Background: an optimization exercise with open tools, aiming at small area. Do not read the settings as production practice.
Only the layout flow was run in this run; the RTL was not checked for function there.
Power is estimated from default activity; no workload was simulated.

==> design.v <==
`timescale 1ns / 1ps
module speed_select(
	input		clk,
	input		rst_n,
	input		bps_start,
	output reg	clk_bps
	);
	reg[3:0]	cnt;
	always @ (posedge clk or negedge rst_n)
		if(!rst_n)			cnt <= 4'd0;
		else if(!bps_start)	cnt <= 4'd0;
		else				cnt <= cnt + 1'b1;
	always @ (posedge clk or negedge rst_n)
		if(!rst_n)	clk_bps <= 1'b0;
		else		clk_bps <= (cnt == 4'd7);
endmodule
`timescale 1ns / 1ps
module my_uart_rx(
	input			clk,
	input			rst_n,
	input			rs232_rx,
	output reg[7:0]	rx_data,
	output reg		rx_data_valid
	);
	reg		rx0, rx1, rx2, rx3;
	always @ (posedge clk or negedge rst_n)
		if(!rst_n) begin
			rx0 <= 1'b0; rx1 <= 1'b0; rx2 <= 1'b0; rx3 <= 1'b0;
		end else begin
			rx0 <= rs232_rx; rx1 <= rx0; rx2 <= rx1; rx3 <= rx2;
		end
	wire	neg_rx = rx3 & rx2 & ~rx1 & ~rx0;
	reg			rx_int;
	reg[3:0]	num;
	wire		clk_bps;
	speed_select sp(.clk(clk), .rst_n(rst_n), .bps_start(rx_int), .clk_bps(clk_bps));
	always @ (posedge clk or negedge rst_n)
		if(!rst_n) begin
			rx_int <= 1'b0;
			rx_data_valid <= 1'b0;
		end else if(neg_rx) begin
			rx_int <= 1'b1;
			rx_data_valid <= 1'b0;
		end else if(num == 4'd10) begin
			rx_int <= 1'b0;
			rx_data_valid <= 1'b1;
		end else
			rx_data_valid <= 1'b0;
	reg[7:0]	tmp;
	always @ (posedge clk)
		if(rx_int && clk_bps)
			case(num)
			4'd1: tmp[0] <= rs232_rx;
			4'd2: tmp[1] <= rs232_rx;
			4'd3: tmp[2] <= rs232_rx;
			4'd4: tmp[3] <= rs232_rx;
			4'd5: tmp[4] <= rs232_rx;
			4'd6: tmp[5] <= rs232_rx;
			4'd7: tmp[6] <= rs232_rx;
			4'd8: tmp[7] <= rs232_rx;
			default: ;
			endcase
	always @ (posedge clk)
		if(rx_int && !clk_bps && num == 4'd10)
			rx_data <= tmp;
	always @ (posedge clk or negedge rst_n)
		if(!rst_n)
			num <= 4'd0;
		else if(rx_int) begin
			if(clk_bps)				num <= num + 1'b1;
			else if(num == 4'd10)	num <= 4'd0;
		end
endmodule
`timescale 1ns / 1ps
module my_uart_tx #(parameter LEN = 20, parameter CW = 5) (
	input				clk,
	input				rst_n,
	input				frame_start,
	input[7:0]			byte_in,
	output reg			busy,
	output reg[CW-1:0]	cnt,
	output				cap,
	output reg			tx_en,
	output				late,
	output reg			tx
	);
	wire		tx_done_w;
	reg			byte_start;
	reg[7:0]	ivl;
	always @ (posedge clk or negedge rst_n)
		if(!rst_n)					busy <= 1'b0;
		else if(frame_start)		busy <= 1'b1;
		else if(cnt == LEN)			busy <= 1'b0;
	always @ (posedge clk or negedge rst_n)
		if(!rst_n)					cnt <= 0;
		else if(tx_done_w)			cnt <= cnt + 1'b1;
		else if(cnt == LEN)			cnt <= 0;
	always @ (posedge clk or negedge rst_n)
		if(!rst_n)					ivl <= 8'd0;
		else if(tx_done_w)			ivl <= 8'd0;
		else if(!byte_start)		ivl <= ivl + 1'b1;
		else						ivl <= 8'd0;
	always @ (posedge clk or negedge rst_n)
		if(!rst_n)					byte_start <= 1'b0;
		else if(tx_done_w)			byte_start <= 1'b0;
		else if((ivl > 8'd5) && busy) byte_start <= 1'b1;
	reg			int1, int2;
	reg[3:0]	num;
	reg			tx_done;
	wire		clk_bps;
	assign		tx_done_w = tx_done;
	assign		cap = int1 & ~int2;
	speed_select sp(.clk(clk), .rst_n(rst_n), .bps_start(tx_en), .clk_bps(clk_bps));
	always @ (posedge clk or negedge rst_n)
		if(!rst_n) begin int1 <= 1'b0; int2 <= 1'b0; end
		else begin int1 <= byte_start; int2 <= int1; end
	always @ (posedge clk or negedge rst_n)
		if(!rst_n)				tx_en <= 1'b0;
		else if(cap)			tx_en <= 1'b1;
		else if(num == 4'd12)	tx_en <= 1'b0;
	assign		late = (tx_en && (num >= 4'd9)) || tx_done;
	always @ (posedge clk or negedge rst_n)
		if(!rst_n) begin
			num <= 4'd0;
			tx <= 1'b1;
			tx_done <= 1'b0;
		end else if(tx_en) begin
			if(clk_bps) begin
				num <= num + 1'b1;
				case(num)
				4'd0: tx <= 1'b0;
				4'd1: tx <= byte_in[0];
				4'd2: tx <= byte_in[1];
				4'd3: tx <= byte_in[2];
				4'd4: tx <= byte_in[3];
				4'd5: tx <= byte_in[4];
				4'd6: tx <= byte_in[5];
				4'd7: tx <= byte_in[6];
				4'd8: tx <= byte_in[7];
				default: tx <= 1'b1;
				endcase
			end else if(num == 4'd12) begin
				num <= 4'd0;
				tx_done <= 1'b1;
			end
		end else
			tx_done <= 1'b0;
endmodule
`timescale 1ns / 1ps
module dline #(parameter N = 54) (
	input			clk,
	input[7:0]		din,
	output[7:0]		tap
	);
	reg[8*N-1:0]	sr;
	always @ (posedge clk)
		sr <= {din, sr[8*N-1:8]};
	assign tap = sr[7:0];
endmodule
`timescale 1ns / 1ps
module can_rw(
	input		clk,
	input 		reset_n,
	input		rd_start,
	input		wr_start,
	input[7:0]	address,
	input[7:0]	tx_data,
	input[7:0]	can_in,
	output reg[7:0]	rx_data,
	output reg		en_out,		
	output reg[7:0]	can_out,
	output reg		rd_valid,
	output reg		convert_dir,
	output reg 		can_ale,
	output reg 		can_wr_n,can_rd_n,can_cs_n,
	output reg		rd_done,wr_done
    );
	reg[3:0] 	op_state;
	always @ (posedge clk or negedge reset_n)
		if(!reset_n)
			begin
			op_state		<= 4'd0;
			convert_dir		<= 1'b1;
			en_out			<= 1'b0;
			can_out			<= 8'd0;
			can_ale			<= 1'b0;
			can_cs_n		<= 1'b1;
			can_rd_n		<= 1'b1;
			rd_valid		<= 1'b0;
			rx_data			<= 8'd0;
			rd_done			<= 1'b0;
			wr_done			<= 1'b0;
			can_wr_n		<= 1'b1;
			end
		else if(rd_start)
			case(op_state)
			4'd0:
				begin
				convert_dir	<= 1'b0;
				op_state	<= op_state + 1'b1;
				end
			4'd1,4'd6:
				op_state	<= op_state + 1'b1;
			4'd2:
				begin
				can_out		<= address;
				en_out		<= 1'b1;
				can_ale		<= 1'b1;
				op_state	<= op_state + 1'b1;
				end
			4'd3:
				begin
				can_ale		<= 1'b0;
				op_state	<= op_state + 1'b1;
				end
			4'd4:
				begin
				can_cs_n	<= 1'b0;
				en_out		<= 1'b0;
				convert_dir	<= 1'b1;
				op_state	<= op_state + 1'b1;
				end
			4'd5:
				begin
				can_rd_n	<= 1'b0;
				op_state	<= op_state + 1'b1;
				end
			4'd7:
				begin
				rd_valid	<= 1'b1;
				op_state	<= op_state + 1'b1;
				end
			4'd8:
				begin
				rd_valid	<= 1'b0;
				op_state	<= op_state + 1'b1;
				end
			4'd9:
				begin
				rx_data		<= can_in;
				can_rd_n	<= 1'b1;
				op_state	<= op_state + 1'b1;
				end
			4'd10:
				begin
				can_cs_n	<= 1'b1;
				op_state	<= op_state + 1'b1;
				rd_done		<= 1'b1;
				end
			4'd11:
				begin
				op_state	<= 4'd0;
				rd_done		<= 1'b0;
				end
			default:;
			endcase
		else if(wr_start)
			case(op_state)
			4'd0,4'd1:
				begin
				convert_dir	<= 1'b0;
				op_state	<= op_state + 1'b1;
				end
			4'd2:
				begin
				can_out		<= address;
				can_ale		<= 1'b1;
				en_out		<= 1'b1;
				op_state	<= op_state + 1'b1;				
				end
			4'd3:
				begin
				can_ale		<= 1'b0;
				op_state	<= op_state + 1'b1;
				end
			4'd4:
				begin
				can_cs_n	<= 1'b0;
				op_state	<= op_state + 1'b1;
				end
			4'd5:
				begin
				can_wr_n	<= 1'b0;
				op_state	<= op_state + 1'b1;
				end
			4'd6:
				begin
				can_out		<= tx_data;
				op_state	<= op_state + 1'b1;
				end
			4'd7:
				op_state	<= op_state + 1'b1;
			4'd8:
				begin
				can_wr_n	<= 1'b1;
				op_state	<= op_state + 1'b1;
				end
			4'd9:
				begin
				can_cs_n	<= 1'b1;
				wr_done		<= 1'b1;
				en_out		<= 1'b0;
				convert_dir	<= 1'b1;
				op_state	<= op_state + 1'b1;
				end
			4'd10:
				begin
				wr_done		<= 1'b0;
				op_state	<= 4'd0;
				end
			default:;
			endcase
		else
			begin
			op_state		<= 0;
			convert_dir		<= 1'b1;
			en_out			<= 1'b0;
			can_out			<= 8'd0;
			can_ale			<= 1'b0;
			can_cs_n		<= 1'b1;
			can_rd_n		<= 1'b1;
			rd_valid		<= 1'b0;
			rx_data			<= 8'd0;
			rd_done			<= 1'b0;
			can_wr_n		<= 1'b1;
			end
endmodule
`timescale 1ns / 1ps
module SJA1000(
	input clk,
	input reset_n,
	output reg		 can_rx_done,
	output reg[47:0] can_rx_data,
	input[39:0]		can_tx_data,
	output reg		can_tx_done,
	output			can_error,
	output		convert_dir,
	input[7:0] 	can_in,
	output[7:0] can_out,
	output		en_out,
	output		rd_valid,
	output can_ale,
	output can_wr_n,can_rd_n,can_cs_n,
	output can_rst
    );
	assign	can_rst		= 1'b1;
	assign	can_error	= 1'b0;
	reg[3:0]	can_state;
	reg[3:0]	init_state;
	reg			init_start;
	reg 		init_done;
	reg[7:0]	init_address;
	reg[7:0]	init_tx_data;
	reg			init_rd_start;
	reg			init_wr_start;
	reg[7:0]	CR_temp;
	reg			SR_RBS_done;
	reg			SR_RBS_start;
	reg[3:0]	SR_RBS_state;
	reg[7:0]	SR_RBS_address;
	reg			SR_RBS_rd_start;
	reg			RD_DATA_done;
	reg			RD_DATA_start;
	reg[3:0]	RD_DATA_state;
	reg[7:0]	rd_data_address;
	reg			rd_data_rd_start;
	reg[47:0]	can_rx_data_r;
	reg 		CMR_RRB_start;
	reg			CMR_RRB_done;
	reg[3:0]	CMR_RRB_state;
	reg[7:0]	CMR_RRB_address;
	reg			CMR_RRB_wr_start;
	reg[7:0]	CMR_RRB_tx_data;
	reg			SR_TBS_start;
	reg			SR_TBS_done;
	reg[3:0]	SR_TBS_state;
	reg[7:0]	SR_TBS_address;
	reg			SR_TBS_rd_start;
	reg			WR_DATA_start;
	reg			WR_DATA_done;
	reg[3:0]	WR_DATA_state;
	reg[7:0]	wr_data_address;
	reg			wr_data_wr_start;
	reg[7:0]	wr_data_tx_data;
	reg 		CMR_TR_start;
	reg			CMR_TR_done;
	reg[3:0]	CMR_TR_state;
	reg[7:0]	CMR_TR_address;
	reg			CMR_TR_wr_start;
	reg[7:0]	CMR_TR_tx_data;
	wire		ctrl_rd_start;
	wire		ctrl_wr_start;
	wire[7:0]	ctrl_address;
	wire[7:0]	ctrl_tx_data;
	wire[7:0]	ctrl_rx_data;
	wire		ctrl_rd_done;
	wire		ctrl_wr_done;
	always @ (posedge clk or negedge reset_n)
		if(!reset_n)
			begin
			can_state		<= 4'b0000;
			init_start		<= 1'b0;
			SR_RBS_start	<= 1'b0;
			RD_DATA_start	<= 1'b0;
			CMR_RRB_start	<= 1'b0;
			SR_TBS_start	<= 1'b0;
			WR_DATA_start	<= 1'b0;
			CMR_TR_start	<= 1'b0;
			can_rx_done		<= 1'b0;
			can_rx_data		<= 48'd0;
			can_tx_done		<= 1'b0;
			end
		else
			case(can_state)
			4'b0000:
				begin
				init_start	<= 1'b1;
				if(init_done)
					begin
					can_state	<= 4'b0001;
					init_start	<= 1'b0;
					end
				end
			4'b0001:			
				begin
				SR_RBS_start	<= 1'b1;
				if(SR_RBS_done)
					begin
					SR_RBS_start<= 1'b0;
					can_state	<= 4'b0010;
					end					
				end
			4'b0010:
				begin
				RD_DATA_start	<= 1'b1;
				if(RD_DATA_done)
					begin
					RD_DATA_start	<= 1'b0;
					can_state		<= 4'b0011;
					can_rx_data		<= can_rx_data_r;
					can_rx_done		<= 1'b1;
					end
				end
			4'b0011:
				begin
				can_rx_done		<= 1'b0;
				CMR_RRB_start	<= 1'b1;
				if(CMR_RRB_done)
					begin
					CMR_RRB_start	<= 1'b0;
					can_state		<= 4'b0100;
					end
				end
			4'b0100:
				begin
				SR_TBS_start	<= 1'b1;
				if(SR_TBS_done)
					begin
					SR_TBS_start	<= 1'b0;
					can_state		<= 4'b0101;
					end
				end
			4'b0101:
				begin
				WR_DATA_start	<= 1'b1;
				if(WR_DATA_done)
					begin
					WR_DATA_start	<= 1'b0;
					can_state		<= 4'b0110;
					can_tx_done		<= 1'b1;
					end
				end
			4'b0110:
				begin
				can_tx_done		<= 1'b0;
				CMR_TR_start	<= 1'b1;
				if(CMR_TR_done)
					begin
					CMR_TR_start	<= 1'b0;
					can_state		<= 4'b0001;
					end
				end
			default:;
			endcase
	assign	ctrl_address	= (can_state==4'b0000)?init_address:((can_state==4'b0001)?SR_RBS_address:
							((can_state==4'b0010)?rd_data_address:((can_state==4'b0011)?CMR_RRB_address:
							((can_state==4'b0100)?SR_TBS_address:((can_state==4'b0101)?wr_data_address:
							((can_state==4'b0110)?CMR_TR_address:0))))));
	assign	ctrl_rd_start	= (can_state==4'b0000)?init_rd_start:((can_state==4'b0001)?SR_RBS_rd_start:
							((can_state==4'b0010)?rd_data_rd_start:((can_state==4'b0011)?0:
							((can_state==4'b0100)?SR_TBS_start:((can_state==4'b0101)?0:
							((can_state==4'b0110)?0:0))))));
	assign	ctrl_wr_start	= (can_state==4'b0000)?init_wr_start:((can_state==4'b0001)?0 :
							((can_state==4'b0010)?0:((can_state==4'b0011)?CMR_RRB_wr_start:
							((can_state==4'b0100)?0:((can_state==4'b0101)?wr_data_wr_start:
							((can_state==4'b0110)?CMR_TR_wr_start:0))))));
	assign	ctrl_tx_data	= (can_state==4'b0000)?init_tx_data:((can_state==4'b0001)?0 :
							((can_state==4'b0010)?0:((can_state==4'b0011)?CMR_RRB_tx_data:
							((can_state==4'b0100)?0:((can_state==4'b0101)?wr_data_tx_data:
							((can_state==4'b0110)?CMR_TR_tx_data:0))))));
can_rw can_rw_inst (
    .clk(clk), 
    .reset_n(reset_n), 
    .rd_start(ctrl_rd_start), 
    .wr_start(ctrl_wr_start), 
    .address(ctrl_address), 
    .tx_data(ctrl_tx_data), 
    .can_in(can_in), 
    .rx_data(ctrl_rx_data), 
    .en_out(en_out), 
    .can_out(can_out), 
    .rd_valid(rd_valid), 
    .convert_dir(convert_dir), 
    .can_ale(can_ale), 
    .can_wr_n(can_wr_n), 
    .can_rd_n(can_rd_n), 
    .can_cs_n(can_cs_n), 
    .rd_done(ctrl_rd_done), 
    .wr_done(ctrl_wr_done)
    );
	always @ (posedge clk or negedge reset_n)
		if(!reset_n)
			begin
			init_state		<= 0;
			init_done		<= 1'b0;
			init_address	<= 0;
			init_tx_data	<= 0;
			init_rd_start	<= 0;
			init_wr_start	<= 0;
			CR_temp			<= 8'h0;
			end
		else if(init_start)
			case(init_state)
			4'b0000:
				begin
				init_address	<= 8'h00;
				init_tx_data	<= 8'h09;
				init_wr_start	<= 1'b1;
				if(ctrl_wr_done)
					begin
					init_state	<= 4'b0001;
					init_wr_start	<= 1'b0;
					end
				end
			4'b0001:
				begin
				init_address	<= 8'h00;
				init_rd_start	<= 1'b1;
				if(ctrl_rd_done && (ctrl_rx_data[0] == 1'b1))
					begin
					init_state	<= 4'b0010;
					init_rd_start	<= 1'b0;
					end
				else if(ctrl_rd_done && (ctrl_rx_data[0] == 1'b0))
					begin
					init_state	<= 4'b0000;
					init_rd_start	<= 1'b0;
					end
				end
			4'b0010:
				begin
				init_address	<= 8'h1F;
				init_tx_data	<= 8'hC8;
				init_wr_start	<= 1'b1;
				if(ctrl_wr_done)
					begin
					init_state	<= 4'b0011;
					init_wr_start	<= 1'b0;
					end
				end
			4'b0011:
				begin
				init_address	<= 8'h1F;
				init_rd_start	<= 1'b1;
				if(ctrl_rd_done && (ctrl_rx_data == 8'hC8))
					begin
					init_state	<= 4'b0100;
					init_rd_start	<= 1'b0;
					init_address	<= 8'h14;
					end
				else if(ctrl_rd_done && (ctrl_rx_data != 8'hC8))
					begin
					init_state	<= 4'b0010;
					init_rd_start	<= 1'b0;
					end
				end
			4'b0100: 
				begin
				init_tx_data	<= 8'hFF;
				init_wr_start	<= 1'b1;
				if(ctrl_wr_done)
					begin
					init_address	<= init_address + 1'b1;
					init_wr_start	<= 1'b0;
					if(init_address	== 8'h17)
						init_state	<= 4'b0101;
					end				
				end
			4'b0101: 
				begin
				init_address	<= 8'h06;
				init_tx_data	<= 8'h01;
				init_wr_start	<= 1'b1;
				if(ctrl_wr_done)
					begin
					init_wr_start	<= 1'b0;
					init_state		<= 4'b0110;
					end
				end
			4'b0110:
				begin
				init_address	<= 8'h07;
				init_tx_data	<= 8'h1C;
				init_wr_start	<= 1'b1;
				if(ctrl_wr_done)
					begin
					init_wr_start	<= 1'b0;
					init_state		<= 4'b0111;
					end
				end
			4'b0111:
				begin
				init_address	<= 8'h08;
				init_tx_data	<= 8'h1A;
				init_wr_start	<= 1'b1;
				if(ctrl_wr_done)
					begin
					init_wr_start	<= 1'b0;
					init_state		<= 4'b1000;
					end
				end
			4'b1000:
				begin
				init_address	<= 8'h00;
				init_rd_start	<= 1'b1;
				if(ctrl_rd_done)
					begin
					init_rd_start	<= 1'b0;
					CR_temp			<= ctrl_rx_data;
					init_state		<= 4'b1001;
					end
				end
			4'b1001:
				begin
				init_address	<= 8'h00;
				init_tx_data	<= CR_temp & 8'hFE;
				init_wr_start	<= 1'b1;
				if(ctrl_wr_done)
					begin
					init_wr_start	<= 1'b0;
					init_state		<= 4'b1010;
					init_done		<= 1'b1;
					end
				end
			4'b1010:
				begin
				init_done	<= 1'b0;
				init_state		<= 4'b1011;
				end
			default:;
			endcase
	always @ (posedge clk or negedge reset_n)
		if(!reset_n)
			begin
			SR_RBS_state 	<= 0;
			SR_RBS_address	<= 8'h0;
			SR_RBS_rd_start	<= 1'b0;
			SR_RBS_done		<= 1'b0;
			end
		else if(SR_RBS_start)
			case(SR_RBS_state)
			4'b0000:
				begin
				SR_RBS_address	<= 8'h02;
				SR_RBS_rd_start	<= 1'b1;
				if(ctrl_rd_done && ctrl_rx_data[0])
					begin
					SR_RBS_done	<= 1'b1;
					SR_RBS_rd_start	<= 1'b0;
					SR_RBS_state	<= 4'b0001;
					end
				end
			4'b0001:
				begin
				SR_RBS_done		<= 1'b0;
				SR_RBS_state	<= 4'b0000;
				end
			default:;
			endcase
	always @ (posedge clk or negedge reset_n)
		if(!reset_n)
			begin
			RD_DATA_state	<= 0;
			rd_data_address	<= 0;
			rd_data_rd_start<= 0;
			RD_DATA_done	<= 1'b0;
			can_rx_data_r	<= 48'd0;
			end
		else if(RD_DATA_start)
			case(RD_DATA_state)
			4'b0000:
				begin
				rd_data_address		<= 8'h11;
				rd_data_rd_start	<= 1'b1;
				if(ctrl_rd_done && ctrl_rx_data==8'h06)	 
					begin
					rd_data_rd_start	<= 1'b0;
					RD_DATA_state		<= 4'b0001;
					end
				end
			4'b0001:
				begin
				rd_data_address		<= 8'h12;
				rd_data_rd_start	<= 1'b1;
				if(ctrl_rd_done && ctrl_rx_data==8'h02)
					begin
					rd_data_rd_start	<= 1'b0;
					RD_DATA_state		<= 4'b0010;
					end
				end
			4'b0010:
				begin
				rd_data_address		<= 8'h13;
				rd_data_rd_start	<= 1'b1;
				if(ctrl_rd_done && ctrl_rx_data==8'h04)
					begin
					rd_data_rd_start	<= 1'b0;
					RD_DATA_state		<= 4'b0011;
					end
				end
			4'b0011:
				begin
				rd_data_address		<= 8'h14;
				rd_data_rd_start	<= 1'b1;
				if(ctrl_rd_done && ctrl_rx_data==8'h00)
					begin
					rd_data_rd_start	<= 1'b0;
					RD_DATA_state		<= 4'b0100;
					end
				end
			4'b0100:
				begin
				rd_data_address		<= 8'h15;
				rd_data_rd_start	<= 1'b1;
				if(ctrl_rd_done)
					begin
					rd_data_rd_start	<= 1'b0;
					RD_DATA_state		<= 4'b0101;
					can_rx_data_r[7:0]	<= ctrl_rx_data; 
					end
				end
			4'b0101:
				begin
				rd_data_address		<= 8'h16;
				rd_data_rd_start	<= 1'b1;
				if(ctrl_rd_done)
					begin
					rd_data_rd_start	<= 1'b0;
					RD_DATA_state		<= 4'b0110;
					can_rx_data_r[15:8]	<= ctrl_rx_data; 
					end
				end
			4'b0110:
				begin
				rd_data_address		<= 8'h17;
				rd_data_rd_start	<= 1'b1;
				if(ctrl_rd_done)
					begin
					rd_data_rd_start	<= 1'b0;
					RD_DATA_state		<= 4'b0111;
					can_rx_data_r[23:16]	<= ctrl_rx_data; 
					end
				end
			4'b0111:
				begin
				rd_data_address		<= 8'h18;
				rd_data_rd_start	<= 1'b1;
				if(ctrl_rd_done)
					begin
					rd_data_rd_start	<= 1'b0;
					RD_DATA_state		<= 4'b1000;
					can_rx_data_r[31:24]	<= ctrl_rx_data; 
					end
				end
			4'b1000:
				begin
				rd_data_address		<= 8'h19;
				rd_data_rd_start	<= 1'b1;
				if(ctrl_rd_done)
					begin
					rd_data_rd_start	<= 1'b0;
					RD_DATA_state		<= 4'b1001;
					can_rx_data_r[39:32]	<= ctrl_rx_data; 
					end
				end
			4'b1001:
				begin
				rd_data_address		<= 8'h1A;
				rd_data_rd_start	<= 1'b1;
				if(ctrl_rd_done)
					begin
					rd_data_rd_start	<= 1'b0;
					RD_DATA_state		<= 4'b1010;
					can_rx_data_r[47:40]	<= ctrl_rx_data;
					RD_DATA_done		<= 1'b1;
					end
				end
			4'b1010:
				begin
				RD_DATA_done		<= 1'b0;
				RD_DATA_state		<= 4'b0;
				end
			default:;
		endcase
	always @ (posedge clk or negedge reset_n)
		if(!reset_n)
			begin
			CMR_RRB_address		<= 8'h0;
			CMR_RRB_wr_start	<= 1'b0;
			CMR_RRB_tx_data		<= 8'h0;
			CMR_RRB_done		<= 1'b0;
			CMR_RRB_state		<= 4'h0;
			end
		else if(CMR_RRB_start)
			case(CMR_RRB_state)
			4'b0000:
				begin
				CMR_RRB_address		<= 8'h01;
				CMR_RRB_wr_start	<= 1'b1;
				CMR_RRB_tx_data		<= 8'h04;
				if(ctrl_wr_done)
					begin
					CMR_RRB_wr_start	<= 1'b0;
					CMR_RRB_done		<= 1'b1;
					CMR_RRB_state		<= 4'b0001;
					end
				end
			4'b0001:
				begin
				CMR_RRB_done		<= 1'b0;
				CMR_RRB_state		<= 4'b0000;
				end
			default:;
			endcase
	always @ (posedge clk or negedge reset_n)
		if(!reset_n)
			begin
			SR_TBS_address	<= 8'h0;
			SR_TBS_rd_start	<= 1'b0;
			SR_TBS_done		<= 1'b0;
			SR_TBS_state 	<= 0;
			end
		else if(SR_TBS_start)
			case(SR_TBS_state)
			4'b0000:
				begin
				SR_TBS_address	<= 8'h02;
				SR_TBS_rd_start	<= 1'b1;
				if(ctrl_rd_done && ctrl_rx_data[2])
					begin
					SR_TBS_done		<= 1'b1;
					SR_TBS_rd_start	<= 1'b0;
					SR_TBS_state	<= 4'b0001;
					end
				end
			4'b0001:
				begin
				SR_TBS_state	<= 4'b0000;
				SR_TBS_done		<= 1'b0;
				end
			default:;
			endcase
	always @ (posedge clk or negedge reset_n)
		if(!reset_n)
			begin
			WR_DATA_state	<= 4'b0000;
			WR_DATA_done	<= 1'b0;
			wr_data_address	<= 8'h0;
			wr_data_wr_start<= 1'b0;
			wr_data_tx_data	<= 8'h0;
			end
		else if(WR_DATA_start)
			case(WR_DATA_state)
			4'b0000:
				begin
				wr_data_address	<= 8'h10;
				wr_data_wr_start<= 1'b1;
				wr_data_tx_data	<= 8'h85;
				if(ctrl_wr_done)
					begin
					wr_data_wr_start<= 1'b0;
					WR_DATA_state	<= 4'b0001;
					end
				end
			4'b0001:
				begin
				wr_data_address	<= 8'h11;
				wr_data_wr_start<= 1'b1;
				wr_data_tx_data	<= 8'h06;
				if(ctrl_wr_done)
					begin
					wr_data_wr_start<= 1'b0;
					WR_DATA_state	<= 4'b0010;
					end
				end
			4'b0010:
				begin
				wr_data_address	<= 8'h12;
				wr_data_wr_start<= 1'b1;
				wr_data_tx_data	<= 8'h04;
				if(ctrl_wr_done)
					begin
					wr_data_wr_start<= 1'b0;
					WR_DATA_state	<= 4'b0011;
					end
				end
			4'b0011:
				begin
				wr_data_address	<= 8'h13;
				wr_data_wr_start<= 1'b1;
				wr_data_tx_data	<= 8'h10;
				if(ctrl_wr_done)
					begin
					wr_data_wr_start<= 1'b0;
					WR_DATA_state	<= 4'b0100;
					end
				end
			4'b0100:
				begin
				wr_data_address	<= 8'h14;
				wr_data_wr_start<= 1'b1;
				wr_data_tx_data	<= 0;
				if(ctrl_wr_done)
					begin
					wr_data_wr_start<= 1'b0;
					WR_DATA_state	<= 4'b0101;
					end
				end
			4'b0101:
				begin
				wr_data_address	<= 8'h15;
				wr_data_wr_start<= 1'b1;
				wr_data_tx_data	<= can_tx_data[7:0];
				if(ctrl_wr_done)
					begin
					wr_data_wr_start<= 1'b0;
					WR_DATA_state	<= 4'b0110;
					end
				end
			4'b0110:
				begin
				wr_data_address	<= 8'h16;
				wr_data_wr_start<= 1'b1;
				wr_data_tx_data	<= can_tx_data[15:8];
				if(ctrl_wr_done)
					begin
					wr_data_wr_start<= 1'b0;
					WR_DATA_state	<= 4'b0111;
					end
				end
			4'b0111:
				begin
				wr_data_address	<= 8'h17;
				wr_data_wr_start<= 1'b1;
				wr_data_tx_data	<= can_tx_data[23:16];
				if(ctrl_wr_done)
					begin
					wr_data_wr_start<= 1'b0;
					WR_DATA_state	<= 4'b1000;
					end
				end
			4'b1000:
				begin
				wr_data_address	<= 8'h18;
				wr_data_wr_start<= 1'b1;
				wr_data_tx_data	<= can_tx_data[31:24];
				if(ctrl_wr_done)
					begin
					wr_data_wr_start<= 1'b0;
					WR_DATA_state	<= 4'b1001;
					end
				end
			4'b1001:
				begin
				wr_data_address	<= 8'h19;
				wr_data_wr_start<= 1'b1;
				wr_data_tx_data	<= can_tx_data[39:32];
				if(ctrl_wr_done)
					begin
					wr_data_wr_start<= 1'b0;
					WR_DATA_state	<= 4'b1010;
					WR_DATA_done	<= 1'b1;
					end
				end
			4'b1010:
				begin
				WR_DATA_done		<= 1'b0;
				WR_DATA_state	<= 4'b0000;
				end			
			default:;
			endcase
	always @ (posedge clk or negedge reset_n)
		if(!reset_n)
			begin
			CMR_TR_address		<= 8'h0;
			CMR_TR_wr_start	<= 1'b0;
			CMR_TR_tx_data		<= 8'h0;
			CMR_TR_done		<= 1'b0;
			CMR_TR_state		<= 4'h0;
			end
		else if(CMR_TR_start)
			case(CMR_TR_state)
			4'b0000:
				begin
				CMR_TR_address		<= 8'h01;
				CMR_TR_wr_start	<= 1'b1;
				CMR_TR_tx_data		<= 8'h04;
				if(ctrl_wr_done)
					begin
					CMR_TR_wr_start	<= 1'b0;
					CMR_TR_done		<= 1'b1;
					CMR_TR_state		<= 4'b0001;
					end
				end
			4'b0001:
				begin
				CMR_TR_done		<= 1'b0;
				CMR_TR_state		<= 4'b0000;
				end
			default:;
			endcase
endmodule
`timescale 1ns / 1ps
module rx_frame #(
	parameter		CW		= 6,
	parameter[7:0]	LEN		= 8'd57,
	parameter[7:0]	SOF_L	= 8'h9F,
	parameter[7:0]	SOF_H	= 8'hE4
	)(
	input				clk,
	input				reset_n,
	input				rx,
	output[7:0]			rx_byte,
	output				rx_valid,
	output reg[1:0]		state,
	output reg[CW-1:0]	cnt,
	output				wr,
	output				wr_last,
	output reg			done,
	output				done_first
	);
	my_uart_rx u_rx(.clk(clk), .rst_n(reset_n), .rs232_rx(rx),
					.rx_data(rx_byte), .rx_data_valid(rx_valid));
	reg		lastL, sof;
	always @ (posedge clk or negedge reset_n)
		if(!reset_n) begin
			lastL <= 1'b0;
			sof <= 1'b0;
		end else begin
			if(rx_valid) lastL <= (rx_byte == SOF_L);
			sof <= rx_valid && (rx_byte == SOF_H) && lastL;
		end
	reg			cerr;
	reg[12:0]	t1;
	wire		tmo = (t1 > 13'd6000);
	always @ (posedge clk or negedge reset_n)
		if(!reset_n)						state <= 2'd0;
		else if(sof && (cnt < 3))			state <= 2'd1;
		else if(cnt == LEN - 1)				state <= 2'd2;
		else if(done)						state <= 2'd0;
		else if(cerr || tmo)				state <= 2'd0;
	reg[7:0]	sum;
	always @ (posedge clk or negedge reset_n)
		if(!reset_n)
			cnt <= 0;
		else case(state)
			2'd0: cnt <= 2;
			2'd1, 2'd2: if(rx_valid) cnt <= cnt + 1'b1;
			default: ;
		endcase
	always @ (posedge clk)
		case(state)
		2'd0: sum <= SOF_H + SOF_L;
		2'd1: if(rx_valid) sum <= sum + rx_byte;
		default: ;
		endcase
	always @ (posedge clk or negedge reset_n)
		if(!reset_n) begin
			done <= 1'b0;
			cerr <= 1'b0;
		end else begin
			done <= (cnt == LEN) && (sum == rx_byte);
			cerr <= (cnt == LEN) && (sum != rx_byte);
		end
	always @ (posedge clk or negedge reset_n)
		if(!reset_n)						t1 <= 13'd0;
		else if(done || tmo || rx_valid)	t1 <= 13'd0;
		else								t1 <= t1 + 1'b1;
	assign	wr			= rx_valid && (state == 2'd1);
	assign	wr_last		= rx_valid && (state == 2'd2);
	assign	done_first	= done && (state == 2'd2);
endmodule
`timescale 1ns / 1ps
module dataControl(
	input			clk,
	input			reset_n,
	output			period_start,
	output			smp,
	output[6:0]		idx,
	output reg		adt_start
	);
	reg[14:0]	timerCnt;
	always @ (posedge clk or negedge reset_n)
		if(!reset_n)					timerCnt <= 15'd0;
		else if(timerCnt == 15'd24999)	timerCnt <= 15'd0;
		else							timerCnt <= timerCnt + 1'b1;
	assign	period_start = (timerCnt == 15'd24998);
	reg[1:0]	clkCnt;
	always @ (posedge clk or negedge reset_n)
		if(!reset_n)	clkCnt <= 2'd0;
		else			clkCnt <= clkCnt + 1'b1;
	wire	tick = (clkCnt == 2'd1);
	reg			wr_r, wr;
	reg[6:0]	addr;
	always @ (posedge clk or negedge reset_n)
		if(!reset_n)				wr_r <= 1'b0;
		else if(period_start)		wr_r <= 1'b1;
		else if(addr == 7'd65)		wr_r <= 1'b0;
	always @ (posedge clk or negedge reset_n)
		if(!reset_n)	wr <= 1'b0;
		else if(tick)	wr <= wr_r;
	always @ (posedge clk or negedge reset_n)
		if(!reset_n)	addr <= 7'd0;
		else if(!tick)	;
		else if(wr)		addr <= addr + 1'b1;
		else			addr <= 7'd0;
	always @ (posedge clk or negedge reset_n)
		if(!reset_n)	adt_start <= 1'b0;
		else			adt_start <= (addr == 7'd66);
	assign	smp = wr && (clkCnt == 2'd0);
	assign	idx = addr;
endmodule
`timescale 1ns / 1ps
module cpmTop(
	input clk,
	input reset_n,
	input rx_wenmiao,
	input rx_fakong,
	input rx_adt,
	output tx_wenmiao,
	output tx_fakong,
	output tx_adt,
	input[7:0]  SJA1000_add_data_i,
	output[7:0] SJA1000_add_data_o,
	output      SJA1000_add_data_oe,
	output can_ale,can_cs_n,can_rd_n,can_wr_n,can_rst,
	output convert_dir
    );
	wire		rd_valid;
	reg[7:0]	can_in;
	always @ (posedge clk or negedge reset_n)
		if(!reset_n)		can_in <= 8'd0;
		else if(rd_valid)	can_in <= SJA1000_add_data_i;
SJA1000 SJA1000_inst (
    .clk(clk),
    .reset_n(reset_n),
    .can_rx_done(),
    .can_rx_data(),
    .can_tx_data(40'd0),
    .can_tx_done(),
    .can_error(),
    .convert_dir(convert_dir),
    .can_in(can_in),
    .can_out(SJA1000_add_data_o),
    .en_out(SJA1000_add_data_oe),
    .rd_valid(rd_valid),
    .can_ale(can_ale),
    .can_wr_n(can_wr_n),
    .can_rd_n(can_rd_n),
    .can_cs_n(can_cs_n),
    .can_rst(can_rst)
    );
	wire		period_start, smp, adt_start;
	wire[6:0]	idx;
	dataControl dc (.clk(clk), .reset_n(reset_n), .period_start(period_start),
					.smp(smp), .idx(idx), .adt_start(adt_start));
	wire[7:0]	w_byte;
	wire		w_valid, w_wr, w_wrl, w_done, w_df;
	wire[1:0]	w_state;
	wire[5:0]	w_cnt;
	rx_frame #(.CW(6), .LEN(8'd57), .SOF_L(8'h9F), .SOF_H(8'hE4)) w_rx (
		.clk(clk), .reset_n(reset_n), .rx(rx_wenmiao), .rx_byte(w_byte), .rx_valid(w_valid),
		.state(w_state), .cnt(w_cnt), .wr(w_wr), .wr_last(w_wrl), .done(w_done), .done_first(w_df));
	reg[5:0]	wcol;
	always @ (posedge clk or negedge reset_n)
		if(!reset_n)			wcol <= 6'd3;
		else if(wcol == 6'd56)	wcol <= 6'd3;
		else					wcol <= wcol + 1'b1;
	reg			wptr;		 
	reg			wv;			 
	reg[7:0]	wlg56;		 
	reg			wpend;		 
	always @ (posedge clk or negedge reset_n)
		if(!reset_n) begin
			wptr <= 1'b0;
			wv <= 1'b0;
			wpend <= 1'b0;
		end else begin
			if(w_df) begin
				wptr <= ~wptr;
				wv <= 1'b1;
			end
			if(w_wr && (w_cnt <= 6'd55))		wpend <= 1'b1;
			else if(wpend && (wcol == w_cnt))	wpend <= 1'b0;
		end
	always @ (posedge clk)
		if(w_df) wlg56 <= w_byte;
	wire		wput = wpend && (wcol == w_cnt);
	wire[7:0]	wa_tap, wb_tap, ws_tap;
	dline #(.N(54)) wl_a (.clk(clk), .din((wput &&  wptr) ? w_byte : wa_tap), .tap(wa_tap));
	dline #(.N(54)) wl_b (.clk(clk), .din((wput && !wptr) ? w_byte : wb_tap), .tap(wb_tap));
	wire[7:0]	f_byte;
	wire		f_valid, f_wr, f_wrl, f_done, f_df;
	wire[1:0]	f_state;
	wire[3:0]	f_cnt;
	rx_frame #(.CW(4), .LEN(8'd9), .SOF_L(8'h8E), .SOF_H(8'hAA)) f_rx (
		.clk(clk), .reset_n(reset_n), .rx(rx_fakong), .rx_byte(f_byte), .rx_valid(f_valid),
		.state(f_state), .cnt(f_cnt), .wr(f_wr), .wr_last(f_wrl), .done(f_done), .done_first(f_df));
	reg[3:0]	fcol;
	always @ (posedge clk or negedge reset_n)
		if(!reset_n)			fcol <= 4'd3;
		else if(fcol == 4'd8)	fcol <= 4'd3;
		else					fcol <= fcol + 1'b1;
	reg			fptr, fv, fpend;
	reg[7:0]	flg8;
	always @ (posedge clk or negedge reset_n)
		if(!reset_n) begin
			fptr <= 1'b0;
			fv <= 1'b0;
			fpend <= 1'b0;
		end else begin
			if(f_df) begin
				fptr <= ~fptr;
				fv <= 1'b1;
			end
			if(f_wr && (f_cnt <= 4'd7))			fpend <= 1'b1;
			else if(fpend && (fcol == f_cnt))	fpend <= 1'b0;
		end
	always @ (posedge clk)
		if(f_df) flg8 <= f_byte;
	wire		fput = fpend && (fcol == f_cnt);
	wire[7:0]	fa_tap, fb_tap, fs_tap;
	dline #(.N(6)) fl_a (.clk(clk), .din((fput &&  fptr) ? f_byte : fa_tap), .tap(fa_tap));
	dline #(.N(6)) fl_b (.clk(clk), .din((fput && !fptr) ? f_byte : fb_tap), .tap(fb_tap));
	wire[7:0]	a_byte;
	wire		a_valid, a_wr, a_wrl, a_done, a_df;
	wire[1:0]	a_state;
	wire[4:0]	a_cnt;
	rx_frame #(.CW(5), .LEN(8'd25), .SOF_L(8'h64), .SOF_H(8'h00)) a_rx (
		.clk(clk), .reset_n(reset_n), .rx(rx_adt), .rx_byte(a_byte), .rx_valid(a_valid),
		.state(a_state), .cnt(a_cnt), .wr(a_wr), .wr_last(a_wrl), .done(a_done), .done_first(a_df));
	reg[4:0]	acol;
	always @ (posedge clk or negedge reset_n)
		if(!reset_n)			acol <= 5'd3;
		else if(acol == 5'd19)	acol <= 5'd3;
		else					acol <= acol + 1'b1;
	reg			aptr, av, apend;
	reg[7:0]	aip20, aip21, alg20, alg21;
	always @ (posedge clk or negedge reset_n)
		if(!reset_n) begin
			aptr <= 1'b0;
			av <= 1'b0;
			apend <= 1'b0;
		end else begin
			if(a_df) begin
				aptr <= ~aptr;
				av <= 1'b1;
			end
			if(a_wr && (a_cnt <= 5'd18))		apend <= 1'b1;
			else if(apend && (acol == a_cnt))	apend <= 1'b0;
		end
	always @ (posedge clk) begin
		if(a_wr && (a_cnt == 5'd20)) aip20 <= a_byte;
		if(a_wr && (a_cnt == 5'd21)) aip21 <= a_byte;
		if(a_df) begin
			alg20 <= aip20;
			alg21 <= aip21;
		end
	end
	wire		aput = apend && (acol == a_cnt);
	wire[7:0]	aa_tap, ab_tap, wt_tap;
	dline #(.N(17)) al_a (.clk(clk), .din((aput &&  aptr) ? a_byte : aa_tap), .tap(aa_tap));
	dline #(.N(17)) al_b (.clk(clk), .din((aput && !aptr) ? a_byte : ab_tap), .tap(ab_tap));
	wire		wt_busy, wt_cap, wt_en, wt_late;
	wire[4:0]	wt_cnt;
	reg[7:0]	wt_byte;
	my_uart_tx #(.LEN(20), .CW(5)) wt (.clk(clk), .rst_n(reset_n), .frame_start(period_start),
		.byte_in(wt_byte), .busy(wt_busy), .cnt(wt_cnt), .cap(wt_cap), .tx_en(wt_en), .late(wt_late), .tx(tx_wenmiao));
	reg[1:0]	wbr;
	reg			wbuilt, wp, wpv;
	reg[4:0]	wcpc;
	always @ (posedge clk or negedge reset_n)
		if(!reset_n) begin
			wbr <= 2'd0;
			wbuilt <= 1'b0;
			wcpc <= 5'd0;
		end else begin
			wbr <= {wbr[0], wt_busy};
			if(wbr[1] & ~wbr[0]) begin
				wbuilt <= 1'b1;
				wcpc <= 5'd17;
			end else if(wcpc != 5'd0)
				wcpc <= wcpc - 1'b1;
		end
	always @ (posedge clk)
		if(wbr[1] & ~wbr[0]) begin
			wp <= aptr;
			wpv <= av;
		end
	wire[7:0]	wt_src = wpv ? (wp ? ab_tap : aa_tap) : 8'd0;
	dline #(.N(17)) wtl (.clk(clk), .din((wcpc != 5'd0) ? wt_src : wt_tap), .tap(wt_tap));
	reg[7:0]	pfw, accw;
	always @ (posedge clk) begin
		if({1'b0, acol} == {1'b0, wt_cnt} + (wt_late ? 6'd2 : 6'd1)) pfw <= wt_tap;
		if(wt_cap && (wt_cnt != 5'd19)) accw <= ((wt_cnt == 5'd0) ? 8'd0 : accw) + wt_byte;
	end
	always @ (*)
		if(wt_cnt == 5'd19)		wt_byte = accw;
		else if(!wbuilt)		wt_byte = 8'd0;
		else if(wt_cnt == 5'd0)	wt_byte = 8'h64;
		else if(wt_cnt == 5'd1)	wt_byte = 8'h00;
		else					wt_byte = pfw;
	wire		ft_busy, ft_cap, ft_en, ft_late;
	wire[5:0]	ft_cnt;
	reg[7:0]	ft_byte;
	my_uart_tx #(.LEN(32), .CW(6)) ft (.clk(clk), .rst_n(reset_n), .frame_start(period_start),
		.byte_in(ft_byte), .busy(ft_busy), .cnt(ft_cnt), .cap(ft_cap), .tx_en(ft_en), .late(ft_late), .tx(tx_fakong));
	reg[1:0]	fbr;
	reg			fbuilt, fp, fpv;
	reg[5:0]	fcpc;
	reg[7:0]	fw4, fw5, fw6, fw7, fw14, fw15, fa20, fa21, accf;
	always @ (posedge clk or negedge reset_n)
		if(!reset_n) begin
			fbr <= 2'd0;
			fbuilt <= 1'b0;
			fcpc <= 6'd0;
		end else begin
			fbr <= {fbr[0], ft_busy};
			if(fbr[1] & ~fbr[0]) begin
				fbuilt <= 1'b1;
				fcpc <= 6'd54;
			end else if(fcpc != 6'd0)
				fcpc <= fcpc - 1'b1;
		end
	wire[7:0]	fw_src = fpv ? (fp ? wb_tap : wa_tap) : 8'd0;
	always @ (posedge clk) begin
		if(fbr[1] & ~fbr[0]) begin
			fp <= wptr;
			fpv <= wv;
			fa20 <= av ? alg20 : 8'd0;
			fa21 <= av ? alg21 : 8'd0;
		end
		if(fcpc != 6'd0)
			case(wcol)
			6'd5:  fw4  <= fw_src;
			6'd6:  fw5  <= fw_src;
			6'd7:  fw6  <= fw_src;
			6'd8:  fw7  <= fw_src;
			6'd15: fw14 <= fw_src;
			6'd16: fw15 <= fw_src;
			default: ;
			endcase
		if(ft_cap && (ft_cnt != 6'd31)) accf <= ((ft_cnt == 6'd0) ? 8'd0 : accf) + ft_byte;
	end
	always @ (*)
		if(ft_cnt == 6'd31)		ft_byte = accf;
		else if(!fbuilt)		ft_byte = 8'd0;
		else case(ft_cnt)
			6'd0:			ft_byte = 8'hAA;
			6'd1:			ft_byte = 8'h8E;
			6'd10, 6'd11:	ft_byte = 8'h55;
			6'd14:			ft_byte = fw4;
			6'd15:			ft_byte = fw5;
			6'd16:			ft_byte = fw6;
			6'd17:			ft_byte = fw7;
			6'd18:			ft_byte = fw14;
			6'd19:			ft_byte = fw15;
			6'd20, 6'd21:	ft_byte = 8'hAA;
			6'd22:			ft_byte = fa20;
			6'd23:			ft_byte = fa21;
			default:		ft_byte = 8'd0;
		endcase
	reg			s0, s1, s57, s58, p0, v0, fp0, fv0;
	reg[5:0]	jf;
	reg[3:0]	fjf;
	reg[7:0]	s56, sf65;
	always @ (posedge clk)
		if(smp) begin
			case(idx)
			7'd0: begin s0 <= wv; p0 <= wptr; v0 <= wv; end
			7'd1: s1 <= wv;
			7'd56: s56 <= wv ? wlg56 : 8'd0;
			7'd57: s57 <= fv;
			7'd58: s58 <= fv;
			7'd59: begin fp0 <= fptr; fv0 <= fv; end
			7'd65: sf65 <= fv ? flg8 : 8'd0;
			default: ;
			endcase
			if(idx == 7'd0)
				jf <= 6'd63;
			else if((idx <= 7'd55) && (wptr != p0) && (jf == 6'd63))
				jf <= idx[5:0] + 1'b1;
			if(idx == 7'd59)
				fjf <= 4'd15;
			else if((idx >= 7'd60) && (idx <= 7'd64) && (fptr != fp0) && (fjf == 4'd15))
				fjf <= idx[3:0] + 4'd8;	 
		end
	reg[5:0]	scpc;
	always @ (posedge clk or negedge reset_n)
		if(!reset_n)					scpc <= 6'd0;
		else if(smp && (idx == 7'd55))	scpc <= 6'd54;
		else if(scpc != 6'd0)			scpc <= scpc - 1'b1;
	wire[7:0]	s_old = v0 ? (p0 ? wb_tap : wa_tap) : 8'd0;
	wire[7:0]	s_new = p0 ? wa_tap : wb_tap;
	wire[7:0]	s_src = (wcol < jf) ? s_old : s_new;
	dline #(.N(54)) wl_s (.clk(clk), .din((scpc != 6'd0) ? s_src : ws_tap), .tap(ws_tap));
	reg[2:0]	xcpc;
	always @ (posedge clk or negedge reset_n)
		if(!reset_n)					xcpc <= 3'd0;
		else if(smp && (idx == 7'd64))	xcpc <= 3'd6;
		else if(xcpc != 3'd0)			xcpc <= xcpc - 1'b1;
	wire[7:0]	f_old = fv0 ? (fp0 ? fb_tap : fa_tap) : 8'd0;
	wire[7:0]	f_new = fp0 ? fa_tap : fb_tap;
	wire[7:0]	f_src = (fcol < fjf) ? f_old : f_new;
	dline #(.N(6)) fl_s (.clk(clk), .din((xcpc != 3'd0) ? f_src : fs_tap), .tap(fs_tap));
	wire		at_busy, at_cap, at_en, at_late;
	wire[6:0]	at_cnt;
	reg[7:0]	at_byte, pfa;
	my_uart_tx #(.LEN(66), .CW(7)) at (.clk(clk), .rst_n(reset_n), .frame_start(adt_start),
		.byte_in(at_byte), .busy(at_busy), .cnt(at_cnt), .cap(at_cap), .tx_en(at_en), .late(at_late), .tx(tx_adt));
	wire[6:0]	atg = at_cnt + at_late;
	always @ (posedge clk)
		if({1'b0, wcol} == atg + 7'd1)			pfa <= ws_tap;
		else if({3'b0, fcol} == atg - 7'd56)	pfa <= fs_tap;
	always @ (*)
		case(at_cnt)
		7'd0:	at_byte = s0 ? 8'h9F : 8'h00;
		7'd1:	at_byte = s1 ? 8'hE4 : 8'h00;
		7'd56:	at_byte = s56;
		7'd57:	at_byte = s57 ? 8'h8E : 8'h00;
		7'd58:	at_byte = s58 ? 8'hAA : 8'h00;
		7'd65:	at_byte = sf65;
		default: at_byte = pfa;
		endcase
endmodule
==> run.sh <==
#!/bin/bash
# synth_recipe.tcl (not shown) runs the flow's synth.tcl, then flattens the netlist and writes it again
# the make line also repeats each setting of config.mk as NAME=value (left out here)
make -C /OpenROAD-flow-scripts/flow DESIGN_CONFIG=/design/flow/config.mk WORK_HOME=/design/flow/orfs CLKGATE_MAP_FILE= SYNTH_SCRIPT=/design/flow/synth_recipe.tcl finish
==> config.mk <==
export PLATFORM = sky130hd
export DESIGN_NAME = cpmTop
export DESIGN_NICKNAME = cpmTop
export VERILOG_FILES = /design/flow/design.v
export SDC_FILE = /design/flow/constraint.sdc
export NUM_CORES = 4
export LEC_CHECK = 0
export ABC_AREA = 1
export CAP_MARGIN = 20
export CORE_MARGIN = 2
export CORE_UTILIZATION = 65
export CTS_BUF_LIST = sky130_fd_sc_hd__clkbuf_16
export CTS_CLUSTER_DIAMETER = 100
export CTS_CLUSTER_SIZE = 30
export SLEW_MARGIN = 20
==> constraint.sdc <==
create_clock -name core_clock -period 20.0 [get_ports {clk}]
set_input_delay 4.0000 -clock core_clock [delete_from_list [all_inputs] [get_ports {clk}]]
set_output_delay 4.0000 -clock core_clock [all_outputs]
set_load 0.01 [all_outputs]
==> run summary <==
layout make-up:
class	instances	area [sq um]
Clock buffer	97	2430
Multi-Input combinational cell	2436	13100
Timing Repair Buffer	41	389
Fill cell	7595	32400
Sequential cell	2499	54600
Inverter	560	2100
Tap cell	1403	1760
Clock inverter	50	231
Antenna cell	1	2.50
final timing paths:
| kind | slack [ns] | from | endpoint |
|---|---|---|---|
| worst max-delay path | 14.15 | wt.tx | tx_wenmiao |
| worst min-delay path | 0.32 | wl_a.sr[94] | wl_a.sr[86] |
| worst max register to register | 16.21 | at.num[0] | pfa[2] |
| worst min register to register | 0.32 | wl_a.sr[94] | wl_a.sr[86] |
| max in group asynchronous | 14.35 | reset_n | f_rx.u_rx.num[1] |
| min in group asynchronous | 3.34 | reset_n | SJA1000_inst.can_rw_inst.op_state[0] |
logic make-up (layout without fill, tap and decap cells):
| family | count (synthesis) | after routing | synth area share [%] |
|---|---|---|---|
| compound gates | 613 | 613 | 4.96 |
| xor+xnor | 99 | 99 | 1.25 |
| fa+ha+maj | 159 | 159 | 2.91 |
| buf+inv | 617 | 748 | 3.36 |
| flops | 2499 | 2499 | 78.0 |
| mux | 7 | 7 | 0.111 |
| other cells | 1 | 2 | 0.00536 |
| simple gates | 1557 | 1557 | 9.41 |
sequential cells by signal, summed over array words and instances (netlist names), 13 cells and up:
signal	cells
a_rx.t1	13
wl_b.sr	432
wl_a.sr	432
w_rx.t1	13
wtl.sr	136
fl_a.sr	48
f_rx.t1	13
dc.timerCnt	15
fl_s.sr	48
fl_b.sr	48
al_b.sr	136
wl_s.sr	432
al_a.sr	136
power by group:
group | switching [mW] | internal, mW | total, mW
combinational | 0.199 | 0.102 | 0.302
sequential | 0.0456 | 5.12 | 5.17
clock | 1.38 | 0.891 | 2.27
stage by stage:
stage / hold slack (ns) / instances / setup WS, ns / instance area [sq um] / util, %
floorplan: 0.310 / 5552 / 15.47 / 70000 / -
global placement: 0.310 / 6939 / 13.49 / 71900 / 67.2
detailed placement: 0.312 / 6939 / 13.47 / 71900 / 67.2
CTS: 0.315 / 7086 / 14.06 / 74500 / 69.7
global route: 0.320 / 7086 / 13.93 / 74500 / 69.7
finish: 0.316 / 7087 / 14.15 / 74500 / 69.7
cell usage after synthesis, types with 13 or more instances:
library cell / n / area share, %
sky130_fd_sc_hd__a21oi_1: 170 / 1.2
sky130_fd_sc_hd__a31oi_1: 16 / 0.14
sky130_fd_sc_hd__clkbuf_1: 42 / 0.23
sky130_fd_sc_hd__dfrtp_1: 385 / 14
sky130_fd_sc_hd__dfstp_2: 13 / 0.49
sky130_fd_sc_hd__dfxtp_1: 1848 / 53
sky130_fd_sc_hd__edfxtp_1: 253 / 11
sky130_fd_sc_hd__ha_1: 153 / 2.7
sky130_fd_sc_hd__inv_1: 554 / 3.0
sky130_fd_sc_hd__nand2_1: 769 / 4.1
sky130_fd_sc_hd__nand3_1: 153 / 1.1
sky130_fd_sc_hd__nand4_1: 57 / 0.51
sky130_fd_sc_hd__nor2_1: 387 / 2.1
sky130_fd_sc_hd__nor3_1: 102 / 0.73
sky130_fd_sc_hd__nor3b_1: 28 / 0.30
sky130_fd_sc_hd__nor4_1: 27 / 0.24
sky130_fd_sc_hd__o211ai_1: 38 / 0.41
sky130_fd_sc_hd__o21ai_0: 272 / 1.9
sky130_fd_sc_hd__o22ai_1: 37 / 0.33
sky130_fd_sc_hd__or2_2: 13 / 0.12
sky130_fd_sc_hd__xnor2_1: 20 / 0.25
sky130_fd_sc_hd__xor2_1: 78 / 0.98
routing by layer:
| metal | GRT usage (%) | vias up |
|---|---|---|
| li1 | - | 18000 |
| met1 | 28.1 | 16700 |
| met2 | 29.4 | 558 |
| met3 | 2.39 | 159 |
| met4 | 5.46 | 0 |
| met5 | 0 | - |
==> summary.md <==
| Metric | Value |
|---|---|
| Status | complete, no violations |
| Sink Count | 2,499 |
| Hold-fix buffers at CTS | 0 |
| Maximum achievable frequency | 171 MHz |
| Cell at the root of the clock tree | sky130_fd_sc_hd__clkbuf_16 |
| Number of global-route vias before repair | 34,200 |
| Maximum count of clock buffers along a single path | 3 |
| Number of flops mapped to enable cells by yosys | between 200 and 300 |
| Met3 wire len | 3.59 mm |
| Power per Cell Area | 104 nW/um^2 |
| Number of antenna violations at the first check in global routing | 1 |
| Number of setup buffers added after CTS | 0 |
| Pin count of the biggest net entering global routing | 120 |
| Synth Cell Area | 70,000 sq um |
| Die boundary width | 332 um |
| Number of violations of the max-capacitance limit | 0 |
| Shortest clock period the worst path allows after layout | 5.85 ns |
| Clock network latency to the later pin of the worst-skew pair | 0.72 ns |
| 1st-pass router iterations | 8 |
| Number of remaining DRC errors | 0 |
| Count of input and output buffers | 29 |
| Initial Util | around two thirds |
| Num CTS Buffers | 93 |
| Share of post-route cells with drive strength above 1 | 2.96% |
| Cells along the critical path | clkdlybuf4s50_1 |
| Leakage dissipation | 31.7 nW |
| Mapped Nets | 5,724 |
| Commonest cells after routing, fill and taps aside | sky130_fd_sc_hd__dfxtp_1, sky130_fd_sc_hd__nand2_1, sky130_fd_sc_hd__inv_1 |
| Worst Path Required | 16.00 ns |
| Highest metal used | met4 |
| Final-layout setup total negative slack | 0 ns |
| Hold Violations, Final | 0 |
| Class of the worst hold path | register to register |
| Post-route fraction of the period consumed by the critical path | 29.3% |
| Core Box Area | 107,000 sq um |
| Drt total wl | 103 mm |
| Number of logic stages on the critical path including buffering | 1 |
| CTS tree | done |
| Number of warning messages in the yosys log | 15 |
| Global Route Usage Sum | 18.9% |
| Worst Hold Depth | 0 |
| Post-Synthesis Cells | 5,552 |
| Crit-path max cell delay | 0.59 ns |
| Wire length per cell | ~14 um |
| I/O pin count | 31 |
| Most frequent standard cell in the layout excluding fill and tap cells | sky130_fd_sc_hd__dfxtp_1 |
| Final number of setup-violating endpoints | 0 |
| Endpoint arrival time on the critical path | 1.85 ns |
| Prevailing post-synth register cell | sky130_fd_sc_hd__dfxtp_1 |
| DIE AREA | 110,000 sq um |
| Final slew viol count | 0 |
| CP delay by family, top | buffers and inverters |
| Synth Register Bits | about 2,500 |
| Library cells used by synthesis | 67 |
| Layout-stage area growth over the synthesis result | 6.53% |
| Vias post-DR | around 35,000 |
| Floorplan die height | 332 um |
| Detail Route met2 WL | 45.6 mm |
| Clock Pin Slew Worst Setup and Hold Paths | 0.12 ns |
| Final weighted congestion of routability-driven global placement | 0.899 |
| Cell depth of the worst flop-to-flop path | 17 |
| Relative max-transition margin | between 20% and 30% |
| Via/cell ratio | 4.99 |
| Dpl hpwl | just under 70 mm |
| Slowest cell on crit path | sky130_fd_sc_hd__clkdlybuf4s50_1 |
| Post-cts resize count | 0 |
| GR Overflow Total | 0 |
| Setup repair after global routing missed its margin | no |
| H-Tree Level Count | 3 |
| Worst-case clock skew | 0.0274 ns |
| Post-synthesis async set-or-reset flop share | between 15 and 20% |
| Remaining number of nets flagged by the antenna check after routing | 0 |
| Average size of a mapped cell | about 13 sq um |
| Kind of end point of the critical path | output port |
| Critical path launch point type | register |
| CP Buf/Inv Count | 1 |
| Iter 0 DRT Violations | approximately 2,700 |
| Largest fanout on the critical path | 2 |
| Worst supply voltage drop on vdd | 80.6 uV |
| Global-route wire length before repair | 171 mm |
| Pin slew with the least headroom to its limit | 1.08 ns |
| Total design power | 7.74 mW |
| Sequential element share of the synthesized area | between 70 and 80% |
| Std cell rows | 120 |
| Routed length on met1 | roughly 50 mm |
| Setup Crit Path Kind | register to output port |
| Post-layout nets | 5,803 |

static timing again, ports no longer ideal:
In the flow no input, the clock included, has a driving cell. The finished layout below was timed again as built, in two steps.
Step 1: set_driving_cell puts a clkbuf_16 on clk and a buf_2 on each other input, an assumption about the parent block.
Step 2 also shifts input and output timing later by t, the mid clock arrival at the registers, as if the neighbouring blocks saw the same clock.
Three values: no drivers, after step 1, after step 2; two values: the first two.
t, ns: 0.774
slack for setup (ns): 14.148 / 14.075 / 13.597
worst setup path at the end: input, reset recovery
clock arrival spread, ns: 0.030 / 0.030
worst data-port slew with drivers (ns): 0.05
After both steps this run still meets setup and hold. The setup slack of this run moves by -0.073 ns with the drivers and by -0.551 ns with both steps. The worst setup slack also covers recovery checks on asynchronous resets.
